Background: an optimization exercise with open tools, aiming at small area, a short achievable clock period and few clock cycles per item. Do not read the settings as production practice. RTL that was checked went through simulation tests only; none was proved equivalent to the original. For runs 2 to 6, only the layout was checked, not whether the RTL still works.

`run.sh`:
```
#!/bin/bash
# synth_recipe.tcl (not shown) runs the flow's synth.tcl, then flattens the netlist and writes it again
# the make line also repeats each setting of config.mk as NAME=value (left out here)
make -C /OpenROAD-flow-scripts/flow DESIGN_CONFIG=/design/flow/config.mk WORK_HOME=/design/flow/orfs CLKGATE_MAP_FILE= SYNTH_SCRIPT=/design/flow/synth_recipe.tcl finish
```
`design.v`:
```
`timescale 1ns / 1ps
module Add_Sub #(parameter dw = 'h10)
(	input [dw-1: 0] a, b,
	input add,
	output [dw-1: 0] c
    );
assign c = add ? a + b : a - b;
endmodule
`timescale 1ns / 1ps
module arith_rsh #(parameter dw = 'h10, shw = 4)
(  input [shw-1:0] p,
	input [dw-1:0] i,
	output [dw-1:0] o
    );
assign o = $signed(i) >>> p;
endmodule
`timescale 1ns / 1ps
module cntr #(parameter rndw = 4)
(  input clk, clr, c_up,
	output reg [rndw-1:0] q
    );
always @(posedge clk) begin
	if(clr) q <= 0;
	if(c_up) q <= q + 1;
end
endmodule
`timescale 1ns / 1ps
module mux_sel1 #(parameter dw='h10)
(  input [dw-1:0] IN_0, IN_1,
	input sel,
	output [dw-1:0] OUT
    );
assign OUT = sel ? IN_1 : IN_0;
endmodule
`timescale 1ns / 1ps
module rgst #(parameter dw = 'h10, clr_val = {dw{1'b0}})
(  input ld,
	input [dw-1:0] d,
	input clr,
	input clk,
	output reg [dw-1:0] q
    );
always @(posedge clk) begin
	if(clr) q <= clr_val;
	if(ld) q <= d;
end
endmodule
`timescale 1ns / 1ps
module ROM_Mem #(parameter aw='h10, dw=8)
(	input [aw-1:0] addr,
	output [dw-1:0] data
    );
reg [dw-1:0] mem[0:2**aw-1];
initial $readmemh("rom_file_arctan.hex", mem, 0, 2**aw-1);
assign data = mem[addr];
endmodule
`timescale 1ns / 1ps
module cordicctrl #(parameter rndw = 4)
(	input bgn, clk, rst_b,
	input [rndw-1:0] itr,
	output reg init, ld, fin
    );
localparam S_WAIT = 2'b00;
localparam S_EXEC = 2'b01;
localparam S_END = 2'b10;
reg[1:0] state, state_next;
always @(posedge clk, negedge rst_b) begin
	if(rst_b == 0) state <= S_WAIT;
	else state <= state_next;
end
always @(state, bgn, itr) begin
	ld = 1'b0;
	init = 1'b0;
	fin = 1'b0;
	state_next = S_WAIT;
	case(state)
		S_WAIT: 
			if(bgn) begin
				ld = 1'b1;
				init = 1'b1;
				state_next = S_EXEC;
			end
			else begin
				state_next = S_WAIT;
			end
		S_EXEC:
			if(itr == 15) begin
				ld = 1'b1;
				state_next = S_END;
			end
			else begin
				ld = 1'b1;
				state_next = S_EXEC;
			end
		S_END:
			begin
				fin = 1'b1;
				state_next = S_WAIT;
			end
		default:
			state_next = S_WAIT;
		endcase
end
endmodule
`timescale 1ns / 1ps
module cordi_arch
(
	input [15:0] theta, 
	input bgn,
	input clk,
	input rst_b,
	output [15:0] cos,
	output fin
);
wire[15:0] Xi, Xi_add, Xi_reg, Xi_sh, Yi, Yi_add, Yi_reg, Yi_sh, Zi, Zi_add, Zi_reg, arctan_const;
wire init, ld;
wire[3:0] iter;
mux_sel1 #(.dw(16)) MUX_X (.IN_1(16'h26dd), .IN_0(Xi_add), .sel(init), .OUT(Xi_reg));
mux_sel1 #(.dw(16)) MUX_Y (.IN_1(0), .IN_0(Yi_add), .sel(init), .OUT(Yi_reg));
mux_sel1 #(.dw(16)) MUX_Z (.IN_1(theta), .IN_0(Zi_add), .sel(init), .OUT(Zi_reg));
rgst #(.dw(16)) rgst_X (.d(Xi_reg), .clr(1'b0), .clk(clk), .ld(ld), .q(Xi));
rgst #(.dw(16)) rgst_Y (.d(Yi_reg), .clr(1'b0), .clk(clk), .ld(ld), .q(Yi));
rgst #(.dw(16)) rgst_Z (.d(Zi_reg), .clr(1'b0), .clk(clk), .ld(ld), .q(Zi));
cntr #(.rndw(4)) cntr_ (.clk(clk), .clr(init), .c_up(~init & ld), .q(iter));
cordicctrl #(.rndw(4)) ctrl_ (.clk(clk), .init(init), .ld(ld), .fin(fin), .bgn(bgn), .itr(iter), .rst_b(rst_b));
ROM_Mem #(.aw(4), .dw(16)) rom (.addr(iter), .data(arctan_const));
arith_rsh #(.dw(16), .shw(4)) arshX (.i(Xi), .p(iter), .o(Xi_sh));
arith_rsh #(.dw(16), .shw(4)) arshY (.i(Yi), .p(iter), .o(Yi_sh));
Add_Sub #(.dw(16)) AddSub_X (.a(Xi), .b(Yi_sh), .c(Xi_add), .add(Zi[15]));
Add_Sub #(.dw(16)) AddSub_Y (.a(Yi), .b(Xi_sh), .c(Yi_add), .add(~Zi[15]));
Add_Sub #(.dw(16)) AddSub_Z (.a(Zi), .b(arctan_const), .c(Zi_add), .add(Zi[15]));
assign cos = Xi;
endmodule
```
`constraint.sdc`:
```
create_clock -name core_clock -period 10.0 [get_ports {clk}]
set_input_delay 2.0000 -clock core_clock [delete_from_list [all_inputs] [get_ports {clk}]]
set_output_delay 2.0000 -clock core_clock [all_outputs]
set_load 0.01 [all_outputs]
```
`config.mk`:
```
export PLATFORM = sky130hd
export DESIGN_NAME = cordi_arch
export DESIGN_NICKNAME = cordi_arch
export VERILOG_FILES = /design/flow/design.v
export SDC_FILE = /design/flow/constraint.sdc
export NUM_CORES = 4
export LEC_CHECK = 0
export CAP_MARGIN = 20
export CORE_MARGIN = 2
export CORE_UTILIZATION = 40
export SLEW_MARGIN = 20
```
`rom_file_arctan.hex`:
```
3244
1dac
0fae
07f5
03ff
0200
0100
0080
0040
0020
0010
0008
0004
0002
0001
0000
```
==> impl_metrics.tcl, run 1 <==
set metrics [dict create \
    layout-drive-gt1-share_pct 8.669 \
    num-nets-final 894 \
    synthTopCellsByArea "edfxtp_1 22%, ha_1 10%, mux4_2 7.7%" \
    path_buf_inv 1 \
    io_buffers 35 \
    antenna_found_initial 0 \
    period_needed_ns 5.251 \
    report.final.slew_viol_count 0 \
    drtIter0Drc 550 \
    setup_violations 0 \
    critPathMaxFanout 51 \
    clockBufferDepth 2 \
    path_delay_family "compound AO/OA/AOI/OAI gates" \
    dr_total_vias 5975 \
    critPathLaunchType "flip-flop" \
    async_flop_share_pct 2.941 \
    r2r-start "cntr_.q[1]" \
    cts_resized 0 \
    synth_xor_area_share_pct 9.821 \
    wl_met1_um 8571 \
    hold_ws_ns 0.6244 \
    clock_latency_ns 0.36 \
    dpl.cell_count 1028 \
    finalClockSkew_ns 0.01616 \
    worst_pin_slew_ns 0.8166 \
    gp_congestion 0.8907 \
    root_buffer "clkbuf_16" \
    drc 0 \
    yosys.area.top_type "edfxtp_1" \
    cap_violations 0 \
    cts_setup_buffers 0 \
    cp_cell_sequence "buf_4, mux4_2, nand2_1, o21ai_0, o21ai_0, ha_1, nor3b_1, a21oi_1, xnor2_1, ha_1, or3_1, a21oi_1, o21ai_0, o41ai_1, o21ai_0, xnor2_1, nor2_1" \
    synth_edf_count 52 \
    top_layer "met4" \
    synth_area_per_cell_um2 8.885 \
    synthSimpleGateAreaFrac_pct 17.03 \
    critPathMaxStageDelay_ns 0.57 \
    hp-class "reg -> reg" \
    dp_hpwl_um 13100 \
    hp-start "ctrl_.state[1]" \
    finalCritPeriodShare_pct 52.51 \
    routed_wl_um 18040 \
    io-pin-count 36 \
    dr_wl_met3_um 879 \
    wl_per_cell_um 17.28 \
    ys_seq_elements 68 \
    syn-cell-area_um2 7046 \
    dieArea_um2 18690 \
    slew_headroom_pct 44.87 \
    ys.flop_type "edfxtp_1" \
    start_util_pct 40.88 \
    path_common_cell "o21ai_0" \
    path_clk_slew_ns 0.06 \
    cts_tree "yes" \
    synth_commonest_cells "95 x nor2_1, 74 x a21oi_1, 62 x nand2_1" \
    via_per_inst 5.723 \
    wl_met2_um 8241 \
    synth_top_cell_area_share_pct 22.16 \
    status "timing/DRC/antenna clean" \
    track_usage_pct 20.07 \
    ant_nets 0 \
    grt_pass1_vias 5604 \
    clkSinkCount 68 \
    synth_top_family_by_area "compound AO/OA/AOI/OAI gates" \
    crit_arrival_ns 5.33 \
    fp.dieW_um 136.7 \
    postCtsHoldBufs 0 \
    synthAdderAreaFrac_pct 11.15 \
    synth-warning-count 5 \
    grt_overflow 0 \
    grt_pass1_wl_um 29320 \
    rsz0062_at_grt "no" \
    htree_num_levels 3 \
    drtPass1Iterations 5 \
    instances_no_fill 1044 \
    grt_max_degree 52 \
    core_um2 17240 \
    synthCells 793 \
    synth_compound_area_share_pct 19.30 \
    fin_tns_setup_ns 0 \
    crit_path_start "cntr_.q[1]" \
    seq_area_frac_synth_pct 26.85 \
    die_h_um 136.7 \
    fmax_mhz 190.5 \
    cp-end-kind "flip-flop" \
    crit_type "reg -> reg" \
    cts_buffers 9 \
    muxShareOfSynthArea_pct 11.65 \
    area_delta_synth_final_pct 11.97 \
    worstPathRequired_ns 10.08 \
    rows 48 \
    yosysMostFrequentCell "nor2_1" \
    timing.final.hold_violations 0 \
    diodes 0 \
    synth_cell_type_count 70 \
    critPathSlowestCell "mux4_2" \
    syn-num-nets 873 \
]
[cell families after synthesis]
| group | Yosys count |
|---|---|
| buf+inv | 71 |
| mux | 46 |
| simple gates | 254 |
| compound gates | 214 |
| fa+ha+maj | 61 |
| flops | 68 |
| xor+xnor | 79 |
[flip-flops by register name, indices dropped and copies added, names as in the netlist]
name and flops:
rgst_Z.q 16, cntr_.q 4, rgst_Y.q 16, AddSub_Z.b 14
rgst_X.q 16, ctrl_.state 2
[worst register-to-register path: cells and delay by family (launching register included)]
family	cells	cell delay (ns)
adder cells (fa/ha/maj)	2	0.45
flip-flops	1	0.32
XOR/XNOR	2	0.32
AO/OA/AOI/OAI	7	1.73
buffers and inverters	1	0.49
AND/OR/NAND/NOR	4	1.08
multiplexers	1	0.60
[worst paths after layout]
kind	endpoint	slack (ns)	depth (start not counted)
max	rgst_Y.q[14]	4.75	17
min	ctrl_.state[0]	0.62	3
max reg2reg	rgst_Y.q[14]	4.75	17
min reg2reg	ctrl_.state[0]	0.62	3
max in group asynchronous	ctrl_.state[1]	8.08	1
min in group asynchronous	ctrl_.state[0]	1.80	1
[routing by layer]
metal | vias up | GRT usage, %
li1 | 2976 | -
met1 | 2791 | 28.31
met2 | 183 | 31.69
met3 | 25 | 2.407
met4 | 0 | 7.060
met5 | - | 0
[cell type report]
cell class                      instances  area [µm²]
Fill cell                            1674        9348
Clock buffer                            9       225.2
Sequential cell                        68        1892
Inverter                               37       138.9
Tap cell                              225       281.5
Timing Repair Buffer                   44       417.9
Clock inverter                          7       75.07
Multi-Input combinational cell        654        4858
[placed cells by master, fill, tap and decap left out, drive strengths merged, types with 5 or more instances in the layout]
cell,n
nor2,95
a21oi,74
nand2,63
ha,58
edfxtp,52
xor2,44
o21ai,38
inv,38
xnor2,35
clkdlybuf4s50,35
mux4,27
nor3,19
a21o,15
dfxtp,14
nor2b,11
nand3,11
a31oi,11
mux2i,10
nand2b,10
mux2,9
clkbuf,9
buf,9
a211oi,8
and2,8
o21a,8
and3,6
o21bai,6
nor4,6
o31ai,5
nor3b,5
o211ai,5
or3,5
a41oi,5
o22ai,5
clkinv,5
[metrics by stage]
stage | setup slack (ns) | util [%] | instance area [µm²]
floorplan | 5.392 | - | 7046
global route | 4.281 | 45.77 | 7889
global placement | 4.937 | 44.03 | 7589
finish | 4.749 | 45.77 | 7889
CTS | 4.801 | 45.77 | 7889
detailed placement | 4.813 | 44.03 | 7589
Testbench counts, summed over its fixed seeds: cycles 36,864, items 2,048.
==> run 2: changes to the inputs <==
==> design.v (replaced) <==
module cordi_arch
(
	input [15:0] theta,
	input bgn,
	input clk,
	input rst_b,
	output [15:0] cos,
	output fin
);
reg [15:0] x, y, z;
reg [3:0] i;
reg busy, first, fin_r;
reg [15:0] atan;
always @(*) begin
	case (i)
	4'd0: atan = 16'h3244;
	4'd1: atan = 16'h1dac;
	4'd2: atan = 16'h0fae;
	4'd3: atan = 16'h07f5;
	4'd4: atan = 16'h03ff;
	4'd5: atan = 16'h0200;
	4'd6: atan = 16'h0100;
	4'd7: atan = 16'h0080;
	4'd8: atan = 16'h0040;
	4'd9: atan = 16'h0020;
	4'd10: atan = 16'h0010;
	4'd11: atan = 16'h0008;
	4'd12: atan = 16'h0004;
	4'd13: atan = 16'h0002;
	4'd14: atan = 16'h0001;
	default: atan = 16'h0000;
	endcase
end
wire neg = z[15];
wire [15:0] xs = $signed(x) >>> i;
wire [15:0] ys = $signed(y) >>> i;
wire [15:0] x_add = x + (ys ^ {16{~neg}}) + {15'd0, ~neg};
wire [15:0] y_add = y + (xs ^ {16{neg}}) + {15'd0, neg};
wire [15:0] z_add = z + (atan ^ {16{~neg}}) + {15'd0, ~neg};
always @(posedge clk) begin
	if (busy) x <= first ? 16'h26dd : x_add;
	y <= first ? (neg ? 16'hd923 : 16'h26dd) : y_add;
	z <= busy ? z_add : theta;
	i <= busy ? i + 4'd1 : 4'd0;
	first <= bgn & ~busy;
end
always @(posedge clk or negedge rst_b) begin
	if (!rst_b) begin
		busy <= 1'b0;
		fin_r <= 1'b0;
	end else begin
		busy <= busy ? (i != 4'd15) : bgn;
		fin_r <= busy & (i == 4'd15);
	end
end
assign cos = x;
assign fin = fin_r;
endmodule
removed: rom_file_arctan.hex
==> run 2 against run 1 <==
Compared with the run above: still clean on timing, DRC and antenna; routed wire length down 18%; first-iteration DRC count fell by 43%; die area is 14% lower; final area fell by 14%; register-to-register slack better by 0.68 ns; highest routed layer unchanged.
==> impl_metrics.tcl, run 2 <==
set metrics [dict create \
    rsz0062_at_grt "no" \
    cts_buffers 9 \
    wl_per_cell_um 16.44 \
    worst_pin_slew_ns 1.015 \
    cts_setup_buffers 0 \
    grt_pass1_vias 5002 \
    dieArea_um2 15990 \
    layout_commonest_cell "nand2_1" \
    path_clk_slew_ns 0.07 \
    grt_max_degree 55 \
    pre_cts_ws_ns 5.465 \
    drtIter0Drc 312 \
    finalClockSkew_ns 0.007729 \
    dpl_cell_area_um2 6460 \
    io-pin-count 36 \
    htree_num_levels 3 \
    fmax_mhz 218.7 \
    clock_latency_ns 0.35 \
    critPathLaunchType "flip-flop" \
    ant_nets 0 \
    syn-cell-area_um2 6000 \
    synth_compound_area_share_pct 19.58 \
    timing.final.hold_violations 0 \
    synth_top_family_by_area "compound AO/OA/AOI/OAI gates" \
    clockBufferDepth 2 \
    yosys.area.top_type "dfxtp_1" \
    dp_hpwl_um 10870 \
    synth_area_per_cell_um2 8.571 \
    root_buffer "clkbuf_16" \
    yosysMostFrequentCell "nand2_1" \
    cp_cell_sequence "mux4_2, mux2_2, nand2_1, o21ai_1, nand2_1, o21ai_0, fa_1, a21o_1, a21oi_1, o21ai_1, a21o_1, a21oi_1, o211ai_1, a31oi_1, xor2_1, o21ai_1" \
    routed_wl_um 14880 \
    stdcell_area_um2 6748 \
    diodes 0 \
    synth_cell_type_count 60 \
    crit_arrival_ns 4.80 \
    antenna_found_initial 0 \
    async_flop_share_pct 2.899 \
    gp_congestion 0.8556 \
    muxShareOfSynthArea_pct 13.12 \
    top_regs "x x16, y x16, z x16" \
    critPathMaxFanout 42 \
    holdPathStages 2 \
    synth_xor_area_share_pct 11.53 \
    synthCells 700 \
    start_util_pct 41.12 \
    final_cell_mix "67 x nand2_1, 61 x xnor2_1, 52 x a21oi_1" \
    via_per_inst 5.634 \
    synthSimpleGateAreaFrac_pct 14.52 \
    r2r-start "i[1]" \
    track_usage_pct 19.21 \
    synth_edf_count 16 \
    rows 44 \
    finalCritPeriodShare_pct 45.72 \
    synth-warning-count 1 \
    path_common_cell "o21ai_1" \
    dr_total_vias 5099 \
    num-nets-final 788 \
    postCtsHoldBufs 0 \
    grt_overflow 0 \
    ff2ff_path_depth 16 \
    synth_commonest_cells "67 x nand2_1, 61 x xnor2_1, 52 x a21oi_1" \
    drtPass1Iterations 5 \
    worstPathRequired_ns 10.23 \
    fin_tns_setup_ns 0 \
    core_um2 14590 \
    synthAdderAreaFrac_pct 11.43 \
    cts_tree "yes" \
    slew_headroom_pct 32.30 \
    final_util_pct 46.25 \
    die_h_um 126.5 \
    fin_ws_ns 5.428 \
    ys.flop_type "dfxtp_1" \
    clkSinkCount 69 \
    syn-num-nets 772 \
    grt_pass1_wl_um 25020 \
    status "timing/DRC/antenna clean" \
    cp-end-kind "flip-flop" \
    critPathMaxStageDelay_ns 1.00 \
    synthTopCellsByArea "dfxtp_1 17%, ha_1 10%, xnor2_1 8.9%" \
    period_needed_ns 4.572 \
    layout-drive-gt1-share_pct 7.906 \
    fp.dieW_um 126.5 \
    hp-start "z[0]" \
    hp-class "reg -> reg" \
    cts_resized 0 \
    cap_violations 0 \
    setup_violations 0 \
    synth_top_cell_area_share_pct 17.02 \
    ys_seq_elements 69 \
    io_buffers 35 \
    crit_type "reg -> reg" \
    area_delta_synth_final_pct 12.47 \
    seq_area_frac_synth_pct 25.86 \
    drc 0 \
    report.final.slew_viol_count 0 \
    critPathSlowestCell "dfxtp_2" \
    crit_path_start "i[1]" \
]
-- run 2: cell count changes after synthesis, moves of 16 or more --
| cell | before | now |
|---|---|---|
| nor2_1 | 95 | 51 |
| xor2_1 | 44 | 18 |
| dfxtp_1 | 14 | 51 |
| o21ai_1 | 0 | 17 |
| mux2i_1 | 10 | 37 |
| edfxtp_1 | 52 | 16 |
| xnor2_1 | 35 | 61 |
| inv_1 | 37 | 21 |
| a21oi_1 | 74 | 52 |
-- run 2: layout make-up --
cell class              count  area (µm²)
well taps                 184       230.2
clock buffers               9       225.2
flip-flops and latches     69        1556
clock inverters             7       62.56
multi-input cells         575        4210
inverters                  22       82.58
fillers                  1407        7841
repair buffers             39       380.4
-- run 2: cells by family after synthesis --
family / after synthesis
AOI/OAI and AO/OA: 189
and+or+nand+nor: 189
xor gates and xnor gates: 79
DFF: 69
muxes: 65
buffers and inverters: 56
adders and majority gates: 53
-- run 2: worst paths after layout --
path,to,slack (ns)
setup / recovery,y[14],5.43
hold / removal,z[0],0.50
setup reg to reg,y[14],5.43
hold reg to reg,z[0],0.50
max in group asynchronous,busy,8.05
min in group asynchronous,fin_r,1.82
-- run 2: worst max-delay path, delay by kind of cell, from the launching register on --
| family | cells | cell delay, ns |
|---|---|---|
| muxes | 2 | 0.92 |
| xor gates and xnor gates | 1 | 0.16 |
| DFF | 1 | 1.00 |
| AOI/OAI and AO/OA | 10 | 1.73 |
| adders and majority gates | 1 | 0.44 |
| and+or+nand+nor | 2 | 0.18 |
-- run 2: layer usage --
| layer | up-vias | GRT usage, % | part of all wire (%) |
|---|---|---|---|
| met2 | 137 | 33.25 | 49 |
| met5 | - | 0 | 0 |
| li1 | 2528 | - | - |
| met4 | 0 | 4.202 | 1.4 |
| met1 | 2417 | 24.60 | 45 |
| met3 | 17 | 4.133 | 4.4 |
-- run 2: per-stage QoR --
stage / hold WS, ns / cells
after global routing: 0.5401 / 905
final: 0.5031 / 905
after global placement: 0.4739 / 889
after floorplan: 0.4587 / 700
after detailed placement: 0.4869 / 889
after CTS: 0.5029 / 905
==> run 3: changes to the inputs <==
--- a/config.mk
+++ b/config.mk
@@ -5,6 +5,7 @@
 export SDC_FILE = /design/flow/constraint.sdc
 export NUM_CORES = 4
 export LEC_CHECK = 0
+export ABC_CLOCK_PERIOD_IN_PS = 2500
 export CAP_MARGIN = 20
 export CORE_MARGIN = 2
 export CORE_UTILIZATION = 40
==> run 3 against run 2 <==
Compared with the run above: synthesized cell count unchanged; count of clock-buffer cells in the layout unchanged; synthesized area unchanged; first-iteration DRC count unchanged; critical path type unchanged.
==> impl_metrics.tcl, run 3 <==
set metrics [dict create \
    status "timing/DRC/antenna clean" \
    crit_arrival_ns 4.80 \
    drtPass1Iterations 5 \
    dpl_cell_area_um2 6460 \
    fp.dieW_um 126.5 \
    worst_pin_slew_ns 1.015 \
    dieArea_um2 15990 \
    cts_tree "yes" \
    report.final.slew_viol_count 0 \
    fill_cells 1407 \
    dr_total_vias 5099 \
    area_delta_synth_final_pct 12.47 \
    synth_area_per_cell_um2 8.571 \
    finalCritPeriodShare_pct 45.72 \
    layout-drive-gt1-share_pct 7.906 \
    root_buffer "clkbuf_16" \
    top_regs "x x16, y x16, z x16" \
    multi_input_area_um2 4210 \
    regArea_um2 1556 \
    yosysMostFrequentCell "nand2_1" \
    cts_buffers 9 \
    wl_per_cell_um 16.44 \
    hp-class "reg -> reg" \
    path_clk_slew_ns 0.07 \
    critPathCapture "y[14]" \
    grt_pass1_vias 5002 \
    clock_latency_ns 0.35 \
    dp_hpwl_um 10870 \
    period_needed_ns 4.572 \
    crit_type "reg -> reg" \
    synth_commonest_cells "67 x nand2_1, 61 x xnor2_1, 52 x a21oi_1" \
    synthTopCellsByArea "dfxtp_1 17%, ha_1 10%, xnor2_1 8.9%" \
    critPathLaunchType "flip-flop" \
    antenna_found_initial 0 \
    yosys.area.top_type "dfxtp_1" \
    cap_violations 0 \
    synthCells 700 \
    setup_violations 0 \
    clockBufferDepth 2 \
    ff2ff_path_depth 16 \
    final_cell_mix "67 x nand2_1, 61 x xnor2_1, 52 x a21oi_1" \
    drtIter0Drc 312 \
    drc 0 \
    postCtsHoldBufs 0 \
    ant_nets 0 \
    clkSinkCount 69 \
    grt_pass1_wl_um 25020 \
    r2r-end "y[14]" \
    synth-warning-count 1 \
    ys.flop_type "dfxtp_1" \
    synth_cell_type_count 60 \
    track_usage_pct 19.21 \
    slew_headroom_pct 32.30 \
    routed_wl_um 14880 \
    seq_area_frac_synth_pct 25.86 \
    r2r-start "i[1]" \
    layout_commonest_cell "nand2_1" \
    rsz0062_at_grt "no" \
    core_um2 14590 \
    async_flop_share_pct 2.899 \
    rows 44 \
    diodes 0 \
    critPathMaxFanout 42 \
    htree_num_levels 3 \
    stdcell_area_um2 6748 \
    cts_resized 0 \
    num-nets-final 788 \
    worstPathRequired_ns 10.23 \
    ys_seq_elements 69 \
    r2r_slack_ns 5.43 \
    crit_path_start "i[1]" \
    grt_max_degree 55 \
    io_buffers 35 \
    synth_edf_count 16 \
    die_h_um 126.5 \
    via_per_inst 5.634 \
    cp-end-kind "flip-flop" \
    synth_top_cell_area_share_pct 17.02 \
    start_util_pct 41.12 \
    gp_congestion 0.8556 \
    fin_tns_setup_ns 0 \
    cts_setup_buffers 0 \
    timing.final.hold_violations 0 \
    fmax_mhz 218.7 \
    grt_overflow 0 \
    io-pin-count 36 \
    finalClockSkew_ns 0.007729 \
    syn-cell-area_um2 6000 \
    syn-num-nets 772 \
]
## run 3: cell counts after synthesis
Identical to the previous run, type by type.
## run 3: worst min path at each step
stage | startpoint | to | depth (start not counted)
5_1_grt | z[0] | z[0] | 2
3_3_place_gp | z[0] | z[0] | 2
2_1_floorplan | z[0] | z[0] | 2
6_report | z[0] | z[0] | 2
3_5_place_dp | z[0] | z[0] | 2
4_1_cts | z[0] | z[0] | 2
## run 3: metrics by stage
stage / worst slack [ns] / std cells / util, % / hold WS, ns
finish: 5.428 / 905 / 46.25 / 0.5031
detailed placement: 5.465 / 889 / 44.28 / 0.4869
CTS: 5.456 / 905 / 46.25 / 0.5029
floorplan: 6.133 / 700 / - / 0.4587
global route: 5.089 / 905 / 46.25 / 0.5401
global placement: 5.605 / 889 / 44.28 / 0.4739
## run 3: layer usage
layer	track usage, %	up-vias	wire length [µm]
li1	-	2528	-
met3	4.133	17	658
met4	4.202	0	214
met2	33.25	137	7291
met5	0	-	0
met1	24.60	2417	6717
## run 3: area by class of cell
type / count / area share [%]
multi-input cells: 575 / 62.40
flip-flops and latches: 69 / 23.07
repair buffers: 39 / 5.637
well taps: 184 / 3.412
clock buffers: 9 / 3.338
inverters: 22 / 1.224
clock inverters: 7 / 0.9271
## run 3: logic make-up after synthesis
logic type               synth area share (%)
multiplexers                            13.12
AO/OA/AOI/OAI                           19.58
AND/OR/NAND/NOR                         14.52
adder cells (fa/ha/maj)                 11.43
flip-flops                              25.86
buffers and inverters                   3.962
XOR/XNOR                                11.53
## run 3: critical path, cell delays in order, from the launching register on
cell and delay, ns:
dfxtp_2 1.00, mux4_2 0.61, mux2_2 0.31, nand2_1 0.07
o21ai_1 0.12, nand2_1 0.11, o21ai_0 0.11, fa_1 0.44
a21o_1 0.17, a21oi_1 0.24, o21ai_1 0.15, a21o_1 0.19
a21oi_1 0.31, o211ai_1 0.15, a31oi_1 0.22, xor2_1 0.16
o21ai_1 0.07
==> run 4: changes to the inputs <==
--- a/config.mk
+++ b/config.mk
@@ -5,7 +5,7 @@
 export SDC_FILE = /design/flow/constraint.sdc
 export NUM_CORES = 4
 export LEC_CHECK = 0
-export ABC_CLOCK_PERIOD_IN_PS = 2500
+export ABC_AREA = 1
 export CAP_MARGIN = 20
 export CORE_MARGIN = 2
 export CORE_UTILIZATION = 40
==> run 4 against run 3 <==
Compared with the run above: still clean; via count grew 8.8%; non-clock buffer count grew 1; register-to-register slack gained 0.38 ns; count of clock-buffer cells in the layout is the same; highest routed layer unchanged.
==> impl_metrics.tcl, run 4 <==
set metrics [dict create \
    syn-cell-area_um2 6112 \
    dr_total_vias 5547 \
    stdcell_area_um2 6845 \
    core_um2 15090 \
    diodes 0 \
    cts_resized 0 \
    synth_commonest_cells "209 x nand2_1, 68 x nand3_1, 66 x inv_1" \
    cts_setup_buffers 0 \
    start_util_pct 40.51 \
    layout-drive-gt1-share_pct 9.389 \
    drtIter0Drc 383 \
    clockBufferDepth 2 \
    synth_edf_count 16 \
    dpl_cell_area_um2 6546 \
    root_buffer "clkbuf_16" \
    htree_num_levels 3 \
    slew_headroom_pct 38.38 \
    fmax_mhz 238.6 \
    track_usage_pct 19.69 \
    yosysMostFrequentCell "nand2_1" \
    antenna_found_initial 0 \
    rows 45 \
    synthTopCellsByArea "dfxtp_1 17%, nand2_1 13%, ha_1 10%" \
    cp-end-kind "flip-flop" \
    grt_pass1_vias 5330 \
    min_to "z[0]" \
    drtPass1Iterations 5 \
    synth-warning-count 1 \
    grt_pass1_wl_um 25700 \
    postCtsHoldBufs 0 \
    top_regs "x x16, y x16, z x16" \
    hp-class "reg -> reg" \
    yosys.area.top_type "dfxtp_1" \
    finalCritPeriodShare_pct 41.92 \
    r2r-end "x[12]" \
    crit_type "reg -> reg" \
    hp-start "atan[0]" \
    critPathLaunchType "flip-flop" \
    clock_latency_ns 0.34 \
    drc 0 \
    final_cell_mix "209 x nand2_1, 68 x nand3_1, 66 x inv_1" \
    critPathMaxFanout 29 \
    cap_violations 0 \
    setup_violations 0 \
    routed_wl_um 15210 \
    synth_cell_type_count 49 \
    crit_arrival_ns 4.29 \
    ys.flop_type "dfxtp_1" \
    worstPathRequired_ns 10.10 \
    via_per_inst 5.174 \
    io_buffers 35 \
    synthCells 862 \
    die_h_um 127.6 \
    gp_congestion 0.8786 \
    seq_area_frac_synth_pct 25.38 \
    r2r-start "i[2]" \
    path_clk_slew_ns 0.06 \
    synth_area_per_cell_um2 7.091 \
    timing.final.hold_violations 0 \
    cts_tree "yes" \
    period_needed_ns 4.192 \
    ant_nets 0 \
    layout_commonest_cell "nand2_1" \
    fin_tns_setup_ns 0 \
    r2r_slack_ns 5.81 \
    worst_pin_slew_ns 0.9230 \
    area_delta_synth_final_pct 12.00 \
    ys_seq_elements 69 \
    rsz0062_at_grt "no" \
    holdPathStages 2 \
    dp_hpwl_um 11380 \
    fp.dieW_um 127.6 \
    grt_overflow 0 \
    finalClockSkew_ns 0.008254 \
    wl_per_cell_um 14.19 \
    status "timing/DRC/antenna clean" \
    num-nets-final 951 \
    cts_buffers 9 \
    grt_max_degree 41 \
    ff2ff_path_depth 15 \
    synth_top_cell_area_share_pct 16.70 \
    io-pin-count 36 \
    dieArea_um2 16290 \
    clkSinkCount 69 \
    async_flop_share_pct 2.899 \
    syn-num-nets 934 \
    report.final.slew_viol_count 0 \
]
==> run 4: cell types whose count changed after synthesis, moves of 18 or more <==
cell     delta
mux2_2     -19
nand2_1   +142
mux2i_1    -33
xor2_1     +18
nand3_2    +18
nand2_2    +23
xnor2_1    -35
inv_1      +45
o21ai_1    +27
nand3_1    +55
==> run 4: cell type report <==
class	count	area (µm²)
fillers	1597	8244
multi-input cells	687	4101
flip-flops and latches	69	1551
repair buffers	40	387.9
inverters	72	270.3
well taps	188	235.2
clock buffers	9	225.2
clock inverters	7	73.82
==> run 4: logic make-up after synthesis <==
family / after synthesis / share of synthesized area, %
mux: 4 / 0.6551
buf+inv: 106 / 7.513
flops: 69 / 25.38
compound gates: 183 / 16.85
xor+xnor: 63 / 9.151
simple gates: 384 / 29.23
fa+ha+maj: 53 / 11.22
==> run 4: per-stage QoR <==
step                      cells  util (%)  setup slack, ns  hold slack, ns
after global routing       1072     45.36            5.340          0.5649
final                      1072     45.36            5.808          0.5065
after floorplan             862         -            6.871          0.4713
after global placement     1056     43.38            5.947          0.4954
after CTS                  1072     45.36            5.835          0.5096
after detailed placement   1056     43.38            5.835          0.5018
==> run 4: how the worst max path moves through the flow <==
stage          start  endpoint  depth (start not counted)
2_1_floorplan   i[0]     x[12]                         19
6_report        i[2]     x[12]                         15
4_1_cts         i[2]     x[12]                         15
5_1_grt         i[2]     x[12]                         15
3_3_place_gp    i[2]     x[12]                         15
3_5_place_dp    i[2]     x[12]                         15
==> run 4: per-layer routing <==
layer	GRT usage, %	wire length (µm)
met5	0	0
met4	8.016	322
met3	3.015	486
met2	29.98	6473
met1	27.87	7925
==> run 4: critical path: stages, from the launching register on <==
cell	delay (ns)
dfxtp_1	0.93
inv_1	0.67
nand2_1	0.24
o21ai_2	0.08
o22a_1	0.25
xor2_2	0.17
fa_1	0.43
o21ai_1	0.14
inv_1	0.07
o21a_1	0.20
o21ai_1	0.21
a31oi_1	0.17
o21ai_1	0.19
nand2_1	0.07
nand2_1	0.06
nor2_1	0.05
==> run 5: changes to the inputs <==
--- a/config.mk
+++ b/config.mk
@@ -9,4 +9,5 @@
 export CAP_MARGIN = 20
 export CORE_MARGIN = 2
 export CORE_UTILIZATION = 40
+export GPL_TIMING_DRIVEN = 0
 export SLEW_MARGIN = 20
==> run 5 against run 4 <==
Compared with the run above: highest routed layer unchanged; synthesized cell count is the same; clock skew grew 0.0065 ns; final area grew 2.0%; cell count grew 2.7%; critical path depth grew 5; via count grew 3.1%; still clean on timing, DRC and antenna; fmax grew 9.7%; hold slack lost 0.0056 ns; register-to-register slack gained 0.37 ns; worst setup slack gained 0.37 ns; sequential share of layout area shrank 0.45 points; core utilization grew 0.92 points.
==> impl_metrics.tcl, run 5 <==
set metrics [dict create \
    syn-cell-area_um2 6112 \
    start_util_pct 40.51 \
    postCtsHoldBufs 0 \
    ant_nets 0 \
    critPathMaxFanout 10 \
    period_needed_ns 3.823 \
    rsz0062_at_grt "no" \
    final_util_pct 46.29 \
    synth_top_cell_area_share_pct 16.70 \
    synth-warning-count 1 \
    path_depth 20 \
    yosysMostFrequentCell "nand2_1" \
    fin_tns_setup_ns 0 \
    drtIter0Drc 516 \
    grt_pass1_wl_um 28300 \
    grt_max_degree 19 \
    status "timing/DRC/antenna clean" \
    ys.flop_type "dfxtp_1" \
    cts_resized 0 \
    track_usage_pct 22.26 \
    dieArea_um2 16290 \
    cap_violations 0 \
    timing.final.hold_violations 0 \
    holdPathStages 2 \
    grt_pass1_vias 5493 \
    crit_arrival_ns 4.04 \
    drtPass1Iterations 5 \
    async_flop_share_pct 2.899 \
    critPathMaxStageDelay_ns 0.51 \
    dp_hpwl_um 13400 \
    diodes 0 \
    fp.dieW_um 127.6 \
    num-nets-final 980 \
    synth_edf_count 16 \
    final_cell_mix "209 x nand2_1, 68 x nand3_1, 66 x inv_1" \
    worstPathRequired_ns 10.21 \
    die_h_um 127.6 \
    io_buffers 35 \
    synthCells 862 \
    synthTopCellsByArea "dfxtp_1 17%, nand2_1 13%, ha_1 10%" \
    clock_latency_ns 0.35 \
    path_buf_inv 3 \
    gp_congestion 0.9491 \
    slew_headroom_pct 47.15 \
    hp-class "reg -> reg" \
    dr_total_vias 5720 \
    synth_commonest_cells "209 x nand2_1, 68 x nand3_1, 66 x inv_1" \
    htree_num_levels 3 \
    rows 45 \
    routed_wl_um 17300 \
    report.final.slew_viol_count 0 \
    finalCritPeriodShare_pct 38.23 \
    io-pin-count 36 \
    area_delta_synth_final_pct 14.27 \
    clockBufferDepth 2 \
    via_per_inst 5.195 \
    core_um2 15090 \
    root_buffer "clkbuf_16" \
    top_regs "x x16, y x16, z x16" \
    yosys.area.top_type "dfxtp_1" \
    cp-end-kind "flip-flop" \
    ys_seq_elements 69 \
    layout_commonest_cell "nand2_1" \
    syn-num-nets 934 \
    synth_area_per_cell_um2 7.091 \
    finalClockSkew_ns 0.01472 \
    ff2ff_path_depth 20 \
    antenna_found_initial 0 \
    cts_tree "yes" \
    path_common_cell "nand2_1" \
    critPathSlowestCell "dfxtp_1" \
    cp_cell_sequence "buf_6, buf_4, buf_6, nand2_1, nand2_1, nor2_1, a31oi_1, nand2_1, nand3_1, nand2_1, xor2_1, fa_1, nand3_1, nand2_1, a21oi_1, o21ai_1, a21boi_1, o21ai_1, xor2_1, o21ai_1" \
    path_clk_slew_ns 0.06 \
    layout-drive-gt1-share_pct 9.967 \
    clkSinkCount 69 \
    crit_type "reg -> reg" \
    critPathLaunchType "flip-flop" \
    cts_buffers 9 \
    cts_setup_buffers 0 \
    grt_overflow 0 \
    fmax_mhz 261.6 \
    drc 0 \
    seq_area_frac_synth_pct 25.38 \
    path_delay_family "compound AO/OA/AOI/OAI gates" \
    wl_per_cell_um 15.72 \
    synth_cell_type_count 49 \
    worst_pin_slew_ns 0.7927 \
    setup_violations 0 \
]
## run 5: cell counts after synthesis
No cell type changed its count.
## run 5: cell type report
| cell class | count | area, µm² |
|---|---|---|
| inverter | 72 | 270.3 |
| multi-input combinational | 687 | 4101 |
| fill | 1568 | 8105 |
| buffer | 34 | 188.9 |
| clock buffer | 11 | 242.7 |
| clock inverter | 5 | 43.79 |
| timing repair buffer | 35 | 350.3 |
| tap | 188 | 235.2 |
| sequential | 69 | 1551 |
## run 5: per-stage QoR
stage / cells / worst slack [ns] / instance area [µm²] / hold WS [ns]
floorplan: 862 / 6.871 / 6112 / 0.4713
global placement: 1085 / 6.269 / 6698 / 0.4900
detailed placement: 1085 / 6.285 / 6698 / 0.4949
CTS: 1101 / 6.218 / 6984 / 0.5033
global route: 1101 / 5.834 / 6984 / 0.5358
finish: 1101 / 6.177 / 6984 / 0.5010
## run 5: metal layers
layer  up-vias  wire length [µm]  track usage [%]
met4         0               308            6.076
met2       140              7377            34.22
met1      2574              8743            31.33
met5         -                 0                0
met3        23               873            5.193
li1       2983                 -                -
## run 5: final timing paths
| path | slack [ns] | startpoint | end |
|---|---|---|---|
| setup / recovery | 6.18 | i[0] | y[12] |
| hold / removal | 0.50 | y[0] | y[0] |
| setup reg to reg | 6.18 | i[0] | y[12] |
| hold reg to reg | 0.50 | y[0] | y[0] |
| max in group asynchronous | 8.08 | rst_b | busy |
| min in group asynchronous | 1.81 | rst_b | fin_r |
## run 5: cells by family after synthesis
logic type	Yosys count	synth area share [%]
and+or+nand+nor	384	29.23
AOI/OAI and AO/OA	183	16.85
buffers and inverters	106	7.513
DFF	69	25.38
xor gates and xnor gates	63	9.151
adders and majority gates	53	11.22
muxes	4	0.6551
## run 5: worst register-to-register path, stage by stage (launching register included)
cell and delay [ns]:
dfxtp_1 0.51, buf_6 0.21, buf_4 0.21, buf_6 0.17
nand2_1 0.08, nand2_1 0.07, nor2_1 0.04, a31oi_1 0.27
nand2_1 0.11, nand3_1 0.14, nand2_1 0.09, xor2_1 0.17
fa_1 0.45, nand3_1 0.09, nand2_1 0.08, a21oi_1 0.30
o21ai_1 0.15, a21boi_1 0.22, o21ai_1 0.10, xor2_1 0.16
o21ai_1 0.07
==> run 6: changes to the inputs <==
==> flow/run.sh (new file) <==
#!/bin/bash
# Standard ORFS layout, with repair_timing aiming for a larger setup margin.
set -euo pipefail
bash standard.sh SETUP_SLACK_MARGIN=7.5 finish > standard_flow.log 2>&1
==> standard.sh (new file) <==
#!/bin/bash
# synth_recipe.tcl (not shown) runs the flow's synth.tcl, then flattens the netlist and writes it again
# the make line also repeats each setting of config.mk as NAME=value (left out here)
make -C /OpenROAD-flow-scripts/flow DESIGN_CONFIG=/design/flow/config.mk WORK_HOME=/design/flow/orfs CLKGATE_MAP_FILE= SYNTH_SCRIPT=/design/flow/synth_recipe.tcl "${@:-finish}"
--- a/config.mk
+++ b/config.mk
@@ -5,9 +5,7 @@
 export SDC_FILE = /design/flow/constraint.sdc
 export NUM_CORES = 4
 export LEC_CHECK = 0
-export ABC_AREA = 1
 export CAP_MARGIN = 20
 export CORE_MARGIN = 2
 export CORE_UTILIZATION = 40
-export GPL_TIMING_DRIVEN = 0
 export SLEW_MARGIN = 20
removed: run.sh
==> run 6 against run 5 <==
Compared with the run above: sequential share of layout area down 3.3 points; cell count down 9.2%; routed wire length down 0.69%; synthesized cell count down 19%; first-iteration DRC count down 34%; non-clock buffer count up 63; final area up 19%; critical path type unchanged; highest routed layer unchanged.
==> impl_metrics.tcl, run 6 <==
set metrics [dict create \
    critPathMaxStageDelay_ns 0.52 \
    htree_num_levels 3 \
    critPathLaunchType "flip-flop" \
    gr-usage-met1_pct 28.85 \
    io_buffers 35 \
    synthTopCellsByArea "dfxtp_1 17%, ha_1 10%, xnor2_1 8.9%" \
    via_per_inst 5.619 \
    diodes 0 \
    yosysMostFrequentCell "nand2_1" \
    grt_pass1_wl_um 27970 \
    async_flop_share_pct 2.899 \
    synth_edf_count 16 \
    use_met2_pct 35.01 \
    path_buf_inv 1 \
    crit_type "reg -> reg" \
    clkSinkCount 69 \
    layout_commonest_cell "buf_4" \
    yosys.area.top_type "dfxtp_1" \
    gp_congestion 0.9356 \
    ff2ff_path_depth 13 \
    final_cell_mix "65 x buf_4, 63 x nand2_1, 56 x xnor2_1" \
    core_um2 14590 \
    ys.flop_type "dfxtp_1" \
    postCtsHoldBufs 0 \
    synth_cell_type_count 60 \
    rsz0062_at_grt "yes" \
    crit_arrival_ns 3.82 \
    finalCritPeriodShare_pct 36.10 \
    hp-class "reg -> reg" \
    die_h_um 126.5 \
    clockBufferDepth 2 \
    drc 0 \
    cts_buffers 9 \
    antenna_found_initial 0 \
    report.final.slew_viol_count 0 \
    seq_area_frac_synth_pct 25.86 \
    fp.dieW_um 126.5 \
    dpl_cell_area_um2 6608 \
    cp-end-kind "flip-flop" \
    cap_violations 0 \
    drtIter0Drc 339 \
    stdcell_area_um2 8292 \
    dp_hpwl_um 10750 \
    slew_headroom_pct 59.79 \
    routed_wl_um 17180 \
    synth_top_cell_area_share_pct 17.02 \
    root_buffer "clkbuf_16" \
    ys_seq_elements 69 \
    period_needed_ns 3.610 \
    wl_per_cell_um 17.18 \
    synth_area_per_cell_um2 8.571 \
    path_delay_family "multiplexers" \
    critPathMaxFanout 6 \
    dieArea_um2 15990 \
    layout-drive-gt1-share_pct 31.62 \
    grt_max_degree 55 \
    num-nets-final 883 \
    use_met3_pct 3.501 \
    grt_overflow 0 \
    status "timing/DRC/antenna clean" \
    synthCells 700 \
    cp_cell_sequence "buf_4, mux4_2, mux4_2, xnor2_2, ha_4, o21a_1, nor2_4, and4b_1, a221o_1, a31oi_2, xor2_1, nor2_1, xnor2_1" \
    track_usage_pct 21.70 \
    fmax_mhz 277.0 \
    path_common_cell "mux4_2" \
    setup_violations 0 \
    grt_pass1_vias 5688 \
    gr-max-usage-layer "met2" \
    syn-num-nets 772 \
    worst_pin_slew_ns 0.6032 \
    fin_tns_setup_ns 0 \
    top_regs "x x16, y x16, z x16" \
    start_util_pct 41.12 \
    path_clk_slew_ns 0.06 \
    path_depth 13 \
    area_delta_synth_final_pct 38.21 \
    timing.final.hold_violations 0 \
    cts_tree "yes" \
    finalClockSkew_ns 0.007210 \
    synth-warning-count 1 \
    ant_nets 0 \
    clock_latency_ns 0.35 \
    critPathSlowestCell "mux4_2" \
    dr_total_vias 5619 \
    holdPathStages 2 \
    worstPathRequired_ns 10.21 \
    io-pin-count 36 \
    syn-cell-area_um2 6000 \
    drtPass1Iterations 5 \
    rows 44 \
    synth_commonest_cells "67 x nand2_1, 61 x xnor2_1, 52 x a21oi_1" \
]
[run 6: cell count changes after synthesis, moves of 19 or more]
| cell | before | now |
|---|---|---|
| inv_1 | 66 | 21 |
| mux2_2 | 0 | 19 |
| mux2i_1 | 4 | 37 |
| nand2_1 | 209 | 67 |
| nand2_2 | 23 | 0 |
| nand3_1 | 68 | 13 |
| o21ai_1 | 44 | 17 |
| xnor2_1 | 26 | 61 |
[run 6: worst paths after layout]
path | from | end | slack, ns
max | i[0] | y[15] | 6.39
min in group asynchronous | rst_b | fin_r | 1.82
max reg2reg | i[0] | y[15] | 6.39
min | z[0] | z[0] | 0.49
min reg2reg | z[0] | z[0] | 0.49
max in group asynchronous | rst_b | busy | 8.05
[run 6: logic make-up after synthesis]
group                    count (synthesis)  synth area share (%)
AO/OA/AOI/OAI                          189                 19.58
buffers and inverters                   56                 3.962
AND/OR/NAND/NOR                        189                 14.52
multiplexers                            65                 13.12
flip-flops                              69                 25.86
XOR/XNOR                                79                 11.53
adder cells (fa/ha/maj)                 53                 11.43
[run 6: repair_timing]
action,CTS,global route
setup buffers,77,15
setup endpoints to repair,58,58
pin swaps,46,34
gates resized for setup,150,68
cloned,3,0
[run 6: per-stage QoR]
step	hold WS, ns	utilization, %	instances	setup slack (ns)
after floorplan	0.4587	-	700	6.585
after global placement	0.4717	45.29	889	5.828
after detailed placement	0.4779	45.29	889	5.736
after CTS	0.4870	54.01	985	6.456
after global routing	0.5218	56.84	1000	6.236
final	0.4906	56.84	1000	6.390
[run 6: per-layer routing]
| metal | share of wire [%] | vias to the layer above | wire (µm) |
|---|---|---|---|
| met5 | 0 | - | 0 |
| met3 | 5.8 | 43 | 999 |
| met4 | 2.4 | 0 | 420 |
| met2 | 47 | 158 | 8126 |
| li1 | - | 2733 | - |
| met1 | 44 | 2685 | 7637 |
[run 6: final cells by class]
class / instances / area [µm²]
sequential: 69 / 1567
tap: 184 / 230.2
clock buffer: 16 / 302.8
inverter: 22 / 86.33
fill: 1240 / 6297
multi-input combinational: 575 / 4821
timing repair buffer: 132 / 1272
timing repair inverter: 2 / 12.51
[run 6: worst register-to-register path, cell delays in order, from the launching register on]
cell and delay [ns]:
dfxtp_4 0.42, buf_4 0.15, mux4_2 0.52, mux4_2 0.51, xnor2_2 0.21, ha_4 0.25
o21a_1 0.20, nor2_4 0.16, and4b_1 0.21, a221o_1 0.31, a31oi_2 0.19, xor2_1 0.17
nor2_1 0.06, xnor2_1 0.13
==> run 7: changes to the inputs <==
--- a/design.v
+++ b/design.v
@@ -9,7 +9,7 @@
 );
 reg [15:0] x, y, z;
 reg [3:0] i;
-reg busy, first, fin_r;
+reg busy, first, last, fin_r;
 reg [15:0] atan;
 always @(*) begin
 	case (i)
@@ -32,25 +32,48 @@
 	endcase
 end
 wire neg = z[15];
-wire [15:0] xs = $signed(x) >>> i;
-wire [15:0] ys = $signed(y) >>> i;
+reg [3:0] hsx, lsx, hsy, lsy;
+function [15:0] ash;
+	input [15:0] v;
+	input [3:0] h, l;
+	reg [15:0] m;
+	integer j;
+	begin
+		for (j = 0; j < 16; j = j + 1)
+			m[j] = (h[0] & v[j]) | (h[1] & v[j+4 > 15 ? 15 : j+4]) |
+			       (h[2] & v[j+8 > 15 ? 15 : j+8]) | (h[3] & v[j+12 > 15 ? 15 : j+12]);
+		for (j = 0; j < 16; j = j + 1)
+			ash[j] = (l[0] & m[j]) | (l[1] & m[j+1 > 15 ? 15 : j+1]) |
+			         (l[2] & m[j+2 > 15 ? 15 : j+2]) | (l[3] & m[j+3 > 15 ? 15 : j+3]);
+	end
+endfunction
+wire [3:0] in = busy ? i + 4'd1 : 4'd0;
+wire [3:0] hn = 4'b0001 << in[3:2];
+wire [3:0] ln = 4'b0001 << in[1:0];
+always @(posedge clk) begin
+	hsx <= hn; lsx <= ln;
+	hsy <= ~hn; lsy <= ~ln;
+end
+wire [15:0] xs = ash(x, hsx, lsx);
+wire [15:0] ys = ash(y, ~hsy, ~lsy);
 wire [15:0] x_add = x + (ys ^ {16{~neg}}) + {15'd0, ~neg};
 wire [15:0] y_add = y + (xs ^ {16{neg}}) + {15'd0, neg};
 wire [15:0] z_add = z + (atan ^ {16{~neg}}) + {15'd0, ~neg};
 always @(posedge clk) begin
-	if (busy) x <= first ? 16'h26dd : x_add;
-	y <= first ? (neg ? 16'hd923 : 16'h26dd) : y_add;
+	x <= first ? 16'h26dd : x_add;
+	y <= first ? (neg ? 16'hd923 : 16'h26dd) : ((busy & ~last) ? y_add : 16'h0000);
 	z <= busy ? z_add : theta;
-	i <= busy ? i + 4'd1 : 4'd0;
+	i <= in;
 	first <= bgn & ~busy;
+	last <= busy & (i == 4'd14);
 end
 always @(posedge clk or negedge rst_b) begin
 	if (!rst_b) begin
 		busy <= 1'b0;
 		fin_r <= 1'b0;
 	end else begin
-		busy <= busy ? (i != 4'd15) : bgn;
-		fin_r <= busy & (i == 4'd15);
+		busy <= busy ? ~last : bgn;
+		fin_r <= busy & last;
 	end
 end
 assign cos = x;
==> run.sh (new file) <==
#!/bin/bash
# synth_recipe.tcl (not shown) runs the flow's synth.tcl, then flattens the netlist and writes it again
# the make line also repeats each setting of config.mk as NAME=value (left out here)
make -C /OpenROAD-flow-scripts/flow DESIGN_CONFIG=/design/flow/config.mk WORK_HOME=/design/flow/orfs CLKGATE_MAP_FILE= SYNTH_SCRIPT=/design/flow/synth_recipe.tcl finish
--- a/config.mk
+++ b/config.mk
@@ -5,7 +5,9 @@
 export SDC_FILE = /design/flow/constraint.sdc
 export NUM_CORES = 4
 export LEC_CHECK = 0
+export ABC_AREA = 1
 export CAP_MARGIN = 20
 export CORE_MARGIN = 2
 export CORE_UTILIZATION = 40
+export GPL_TIMING_DRIVEN = 0
 export SLEW_MARGIN = 20
removed: flow/run.sh
removed: standard.sh
==> run 7 against run 6 <==
Compared with the run above: synthesized area rose by 3.1%; routed wire length decreased by 5.3%; count of clock-buffer cells in the layout decreased by 7; critical endpoint is now x[12].
==> impl_metrics.tcl, run 7 <==
set metrics [dict create \
    status "timing/DRC/antenna clean" \
    critPathLaunchType "flip-flop" \
    path_buf_inv 3 \
    worst_pin_slew_ns 0.9032 \
    synth_cell_type_count 45 \
    min_to "fin_r" \
    ff2ff_path_depth 18 \
    hp-class "reg -> reg" \
    critPathSlowestCell "fa_1" \
    synth_edf_count 0 \
    wl_per_cell_um 14.47 \
    ys.flop_type "dfxtp_1" \
    layout-drive-gt1-share_pct 6.197 \
    clock_latency_ns 0.35 \
    via_per_inst 5.203 \
    ys_seq_elements 86 \
    cap_violations 0 \
    synth_commonest_cells "213 x nand2_1, 98 x inv_1, 84 x dfxtp_1" \
    synthTopCellsByArea "dfxtp_1 27%, nand2_1 13%, ha_1 11%" \
    top_regs "x x16, y x16, z x16" \
    r2r-end "x[12]" \
    fmax_mhz 266.0 \
    setup_violations 0 \
    start_util_pct 40.86 \
    hp-start "last" \
    path_common_cell "nand2_1" \
    clkSinkCount 86 \
    grt_pass1_wl_um 26330 \
    dr_total_vias 5848 \
    drc 0 \
    root_buffer "clkbuf_16" \
    gp_congestion 0.9367 \
    drtIter0Drc 444 \
    dp_hpwl_um 12760 \
    r2r_slack_ns 6.24 \
    io-pin-count 36 \
    rows 45 \
    path_clk_slew_ns 0.07 \
    finalClockSkew_ns 0.009963 \
    seq_area_frac_synth_pct 27.98 \
    syn-num-nets 960 \
    io_buffers 35 \
    rsz0062_at_grt "no" \
    yosys.area.top_type "dfxtp_1" \
    num-nets-final 1006 \
    fin_tns_setup_ns 0 \
    holdPathStages 2 \
    path_delay_family "compound AO/OA/AOI/OAI gates" \
    drtPass1Iterations 5 \
    fin_ws_ns 6.241 \
    async_flop_share_pct 2.326 \
    slew_headroom_pct 39.79 \
    timing.final.hold_violations 0 \
    core_um2 15150 \
    report.final.slew_viol_count 0 \
    pre_cts_ws_ns 6.345 \
    synthCells 885 \
    clockBufferDepth 2 \
    grt_pass1_vias 5254 \
    synth_area_per_cell_um2 6.993 \
    area_delta_synth_final_pct 14.01 \
    cp_cell_sequence "inv_2, buf_6, nand2_1, nand2_1, a221oi_1, inv_1, a21oi_1, o221ai_1, xor2_1, fa_1, o21ai_0, a31oi_1, o21ai_0, a21boi_0, o21ai_0, nand2_1, nand2_1, nor2_1" \
    die_h_um 128.4 \
    final_cell_mix "213 x nand2_1, 98 x inv_1, 84 x dfxtp_1" \
    fp.dieW_um 128.4 \
    dieArea_um2 16480 \
    layout_commonest_cell "nand2_1" \
    final_util_pct 46.58 \
    grt_max_degree 17 \
    htree_num_levels 3 \
    critPathMaxFanout 10 \
    ant_nets 0 \
    routed_wl_um 16270 \
    r2r-start "hsy[0]" \
    cts_buffers 9 \
    crit_type "reg -> reg" \
    cts_setup_buffers 0 \
    cts_resized 0 \
    worstPathRequired_ns 10.26 \
    postCtsHoldBufs 0 \
    cp-end-kind "flip-flop" \
    cts_tree "yes" \
    critPathMaxStageDelay_ns 0.42 \
    diodes 0 \
    period_needed_ns 3.759 \
    antenna_found_initial 0 \
    syn-cell-area_um2 6188 \
    synth_top_cell_area_share_pct 27.17 \
    crit_arrival_ns 4.01 \
    yosysMostFrequentCell "nand2_1" \
    track_usage_pct 20.26 \
    finalCritPeriodShare_pct 37.59 \
    grt_overflow 0 \
    synth-warning-count 1 \
]
==> run 7: changes by cell type after synthesis, moves of 20 or more <==
| cell | delta |
|---|---|
| nand2_1 | +146 |
| inv_1 | +77 |
| xnor2_1 | -41 |
| mux2i_1 | -37 |
| dfxtp_1 | +33 |
| o21ai_0 | +23 |
| nor2_1 | +22 |
| xor2_1 | +20 |
==> run 7: kinds of logic (layout without fill, tap and decap cells) <==
logic type,after synthesis,count (layout),synth area share (%)
fa+ha+maj,56,56,11.69
buf+inv,122,173,7.743
flops,86,86,27.98
compound gates,211,211,20.22
simple gates,352,352,24.16
xor+xnor,58,58,8.209
==> run 7: final cells by class <==
type | count | area, µm²
fillers | 1515 | 8090
inverters | 103 | 386.6
flip-flops and latches | 86 | 1732
multi-input cells | 677 | 3978
plain buffers | 19 | 92.59
repair buffers | 35 | 350.3
clock buffers | 9 | 225.2
well taps | 188 | 235.2
clock inverters | 7 | 56.30
==> run 7: worst reg2reg max path: stages, from the launching register on <==
cell	delay, ns
dfxtp_1	0.41
inv_2	0.06
buf_6	0.14
nand2_1	0.06
nand2_1	0.05
a221oi_1	0.33
inv_1	0.18
a21oi_1	0.15
o221ai_1	0.14
xor2_1	0.19
fa_1	0.42
o21ai_0	0.28
a31oi_1	0.19
o21ai_0	0.35
a21boi_0	0.21
o21ai_0	0.31
nand2_1	0.08
nand2_1	0.07
nor2_1	0.03
==> run 7: stage by stage <==
stage	area [µm²]	cells	hold WS (ns)
after floorplan	6188	885	0.4110
after global placement	6774	1108	0.4331
final	7056	1124	0.4392
after CTS	7056	1124	0.4456
after global routing	7056	1124	0.4625
after detailed placement	6774	1108	0.4367
==> run 7: worst max path at each step <==
stage	startpoint	to	slack (ns)	depth (start not counted)
2_1_floorplan	hsy[0]	x[12]	7.02	18
3_3_place_gp	hsy[0]	x[12]	6.28	18
3_5_place_dp	hsy[0]	x[12]	6.35	18
4_1_cts	hsy[0]	x[12]	6.32	18
5_1_grt	hsy[0]	x[12]	5.82	19
6_report	hsy[0]	x[12]	6.24	18
==> run 7: routing by layer <==
metal	up-vias	wire [µm]	GRT usage, %
met1	2628	8267	28.91
met4	0	244	5.236
met5	-	0	0
met3	20	744	4.366
met2	156	7009	31.10
li1	3044	-	-
Testbench counts of run 7, summed over its fixed seeds: cycles 36,864, items 2,048.
==> run 8: changes to the inputs <==
==> flow/run.sh (new file) <==
#!/bin/bash
# Standard ORFS layout; repair_timing aims for a larger setup margin.
set -euo pipefail
bash standard.sh SETUP_SLACK_MARGIN=7.2 finish > standard_flow.log 2>&1
==> standard.sh (new file) <==
#!/bin/bash
# synth_recipe.tcl (not shown) runs the flow's synth.tcl, then flattens the netlist and writes it again
# the make line also repeats each setting of config.mk as NAME=value (left out here)
make -C /OpenROAD-flow-scripts/flow DESIGN_CONFIG=/design/flow/config.mk WORK_HOME=/design/flow/orfs CLKGATE_MAP_FILE= SYNTH_SCRIPT=/design/flow/synth_recipe.tcl "${@:-finish}"
removed: run.sh
==> run 8 against run 7 <==
Compared with the run above: cell count is 4.4% higher; flip-flop and latch count stayed put; register-to-register slack better by 0.74 ns; non-clock buffer count is 51 higher; sequential share of layout area is 2.9 points lower; clock skew is 0.0034 ns lower; largest cell class unchanged.
==> impl_metrics.tcl, run 8 <==
set metrics [dict create \
    cp-end-kind "flip-flop" \
    io_buffers 35 \
    dp_hpwl_um 12950 \
    fp.dieW_um 128.4 \
    grt_max_degree 15 \
    pre_cts_ws_ns 6.565 \
    top_regs "x x16, y x16, z x16" \
    layout-drive-gt1-share_pct 29.31 \
    dpl_cell_area_um2 6780 \
    yosys.area.top_type "dfxtp_1" \
    synth_cell_type_count 45 \
    io-pin-count 36 \
    cts_buffers 9 \
    syn-cell-area_um2 6188 \
    via_per_inst 5.261 \
    fmax_mhz 331.4 \
    wl_per_cell_um 15.66 \
    async_flop_share_pct 2.326 \
    rsz0062_at_grt "yes" \
    layout_commonest_cell "nand2_1" \
    status "timing/DRC/antenna clean" \
    grt_overflow 0 \
    dr_total_vias 6177 \
    use_met2_pct 36.98 \
    clock_latency_ns 0.35 \
    critPathMaxFanout 8 \
    cts_tree "yes" \
    synth_area_per_cell_um2 6.993 \
    critPathLaunchType "flip-flop" \
    synth_top_cell_area_share_pct 27.17 \
    report.final.slew_viol_count 0 \
    core_um2 15150 \
    finalCritPeriodShare_pct 30.18 \
    grt_pass1_wl_um 29030 \
    yosysMostFrequentCell "nand2_1" \
    ant_nets 0 \
    regArea_um2 1807 \
    setup_violations 0 \
    clkSinkCount 86 \
    hp-class "reg -> reg" \
    cap_violations 0 \
    synthCells 885 \
    gp_congestion 0.9209 \
    diodes 0 \
    path_clk_slew_ns 0.07 \
    track_usage_pct 22.23 \
    die_h_um 128.4 \
    worst_pin_slew_ns 0.7479 \
    stdcell_area_um2 8338 \
    seq_area_frac_synth_pct 27.98 \
    finalClockSkew_ns 0.006551 \
    fill_cells 1436 \
    root_buffer "clkbuf_16" \
    crit_arrival_ns 3.24 \
    final_cell_mix "187 x nand2_1, 88 x inv_1, 61 x nor2_1" \
    synthTopCellsByArea "dfxtp_1 27%, nand2_1 13%, ha_1 11%" \
    drtIter0Drc 325 \
    antenna_found_initial 0 \
    gr-usage-met1_pct 29.85 \
    dieArea_um2 16480 \
    use_met3_pct 4.366 \
    postCtsHoldBufs 0 \
    slew_headroom_pct 50.14 \
    routed_wl_um 18390 \
    num-nets-final 1057 \
    ys.flop_type "dfxtp_1" \
    rows 45 \
    fin_tns_setup_ns 0 \
    grt_pass1_vias 5817 \
    period_needed_ns 3.018 \
    htree_num_levels 3 \
    area_delta_synth_final_pct 34.74 \
    worstPathRequired_ns 10.22 \
    synth_edf_count 0 \
    timing.final.hold_violations 0 \
    ys_seq_elements 86 \
    crit_type "reg -> reg" \
    drtPass1Iterations 5 \
    synth_commonest_cells "213 x nand2_1, 98 x inv_1, 84 x dfxtp_1" \
    start_util_pct 40.86 \
    synth-warning-count 1 \
    drc 0 \
    syn-num-nets 960 \
    gr-max-usage-layer "met2" \
    multi_input_area_um2 4702 \
    clockBufferDepth 2 \
    fin_ws_ns 6.982 \
]
-- run 8: layer usage --
layer | routed length (µm) | part of all wire (%)
met1 | 8850 | 48
met2 | 8644 | 47
met3 | 647 | 3.5
met4 | 247 | 1.3
met5 | 0 | 0
-- run 8: path summary, 6_finish.rpt --
kind	startpoint	endpoint	slack, ns	depth (start not counted)
worst max-delay path	hsx[2]	y[15]	6.98	18
worst min-delay path	last	fin_r	0.45	2
worst max register to register	hsx[2]	y[15]	6.98	18
worst min register to register	last	fin_r	0.45	2
max in group asynchronous	rst_b	busy	8.05	1
min in group asynchronous	rst_b	fin_r	1.82	1
-- run 8: layout make-up --
type	count	area share (%)
timing repair buffer	86	9.139
tap	188	2.821
multi-input combinational	677	56.39
sequential	86	21.67
inverter	103	4.697
clock inverter	4	0.6603
clock buffer	11	3.031
buffer	19	1.591
-- run 8: cell families (layout without fill, tap and decap cells) --
group	count (synthesis)	count (layout)	synth area share [%]
adder cells (fa/ha/maj)	56	56	11.69
buffers and inverters	122	223	7.743
AO/OA/AOI/OAI	211	211	20.22
XOR/XNOR	58	58	8.209
flip-flops	86	86	27.98
AND/OR/NAND/NOR	352	352	24.16
-- run 8: timing repair --
action,in CTS,in global routing
setup endpoints to repair,49,46
pin swaps,38,52
gates resized for setup,219,114
cloned,1,0
buffers inserted,39,11
hold endpoints to repair,0,0
-- run 8: worst max-delay path, stage by stage (launching register included) --
cell and delay [ns]:
dfxtp_2 0.33, buf_8 0.14, o21ai_4 0.18, o21ai_2 0.10
inv_2 0.11, o21ai_4 0.09, nand2_2 0.06, o21ai_2 0.05
a221oi_2 0.19, xor2_1 0.25, ha_2 0.34, a21oi_2 0.18
inv_2 0.07, a31oi_4 0.17, nor2_2 0.06, a211oi_2 0.31
nand3_2 0.11, nand3_2 0.09, nand2_1 0.06
-- run 8: per-stage QoR --
step / instances / utilization, % / hold WS (ns)
finish: 1174 / 55.05 / 0.4451
CTS: 1163 / 51.78 / 0.4558
floorplan: 885 / - / 0.4110
global placement: 1108 / 44.77 / 0.4424
detailed placement: 1108 / 44.77 / 0.4462
global route: 1174 / 55.05 / 0.4783

[afterwards: timing with drivers on the ports]
In the flow no input, the clock included, has a driving cell. The finished layouts below were timed again as built, in two steps. Step 1, drivers: a clkbuf_16 drives clk and a buf_2 each remaining input, both assumed. Step 2 times the ports against the registers' clock, not the clock port: input delays grow and output delays shrink by t, the midpoint of the rising clock arrivals with the driver on. Three values: ideal ports, drivers, drivers and shift; two values: the first two.
run | t (ns) | setup slack, ns | hold WS [ns] | clock arrival spread, ns | cell pins on the clock port's net
run 1 | 0.388 | 4.749 / 4.749 / 4.749 | 0.624 / 0.624 / 0.624 | 0.016 / 0.016 | 1
run 2 | 0.384 | 5.428 / 5.428 / 5.428 | 0.503 / 0.503 / 0.503 | 0.008 / 0.008 | 1
run 3 | 0.384 | 5.428 / 5.428 / 5.428 | 0.503 / 0.503 / 0.503 | 0.008 / 0.008 | 1
run 4 | 0.382 | 5.808 / 5.808 / 5.808 | 0.507 / 0.507 / 0.507 | 0.009 / 0.008 | 1
run 5 | 0.389 | 6.177 / 6.177 / 6.177 | 0.501 / 0.501 / 0.501 | 0.015 / 0.015 | 1
run 6 | 0.389 | 6.390 / 6.390 / 6.390 | 0.491 / 0.491 / 0.491 | 0.007 / 0.007 | 1
run 7 | 0.391 | 6.241 / 6.241 / 6.241 | 0.439 / 0.439 / 0.439 | 0.011 / 0.011 | 1
run 8 | 0.388 | 6.982 / 6.982 / 6.982 | 0.445 / 0.445 / 0.445 | 0.007 / 0.007 | 1
After both steps setup and hold are still met in every run listed.
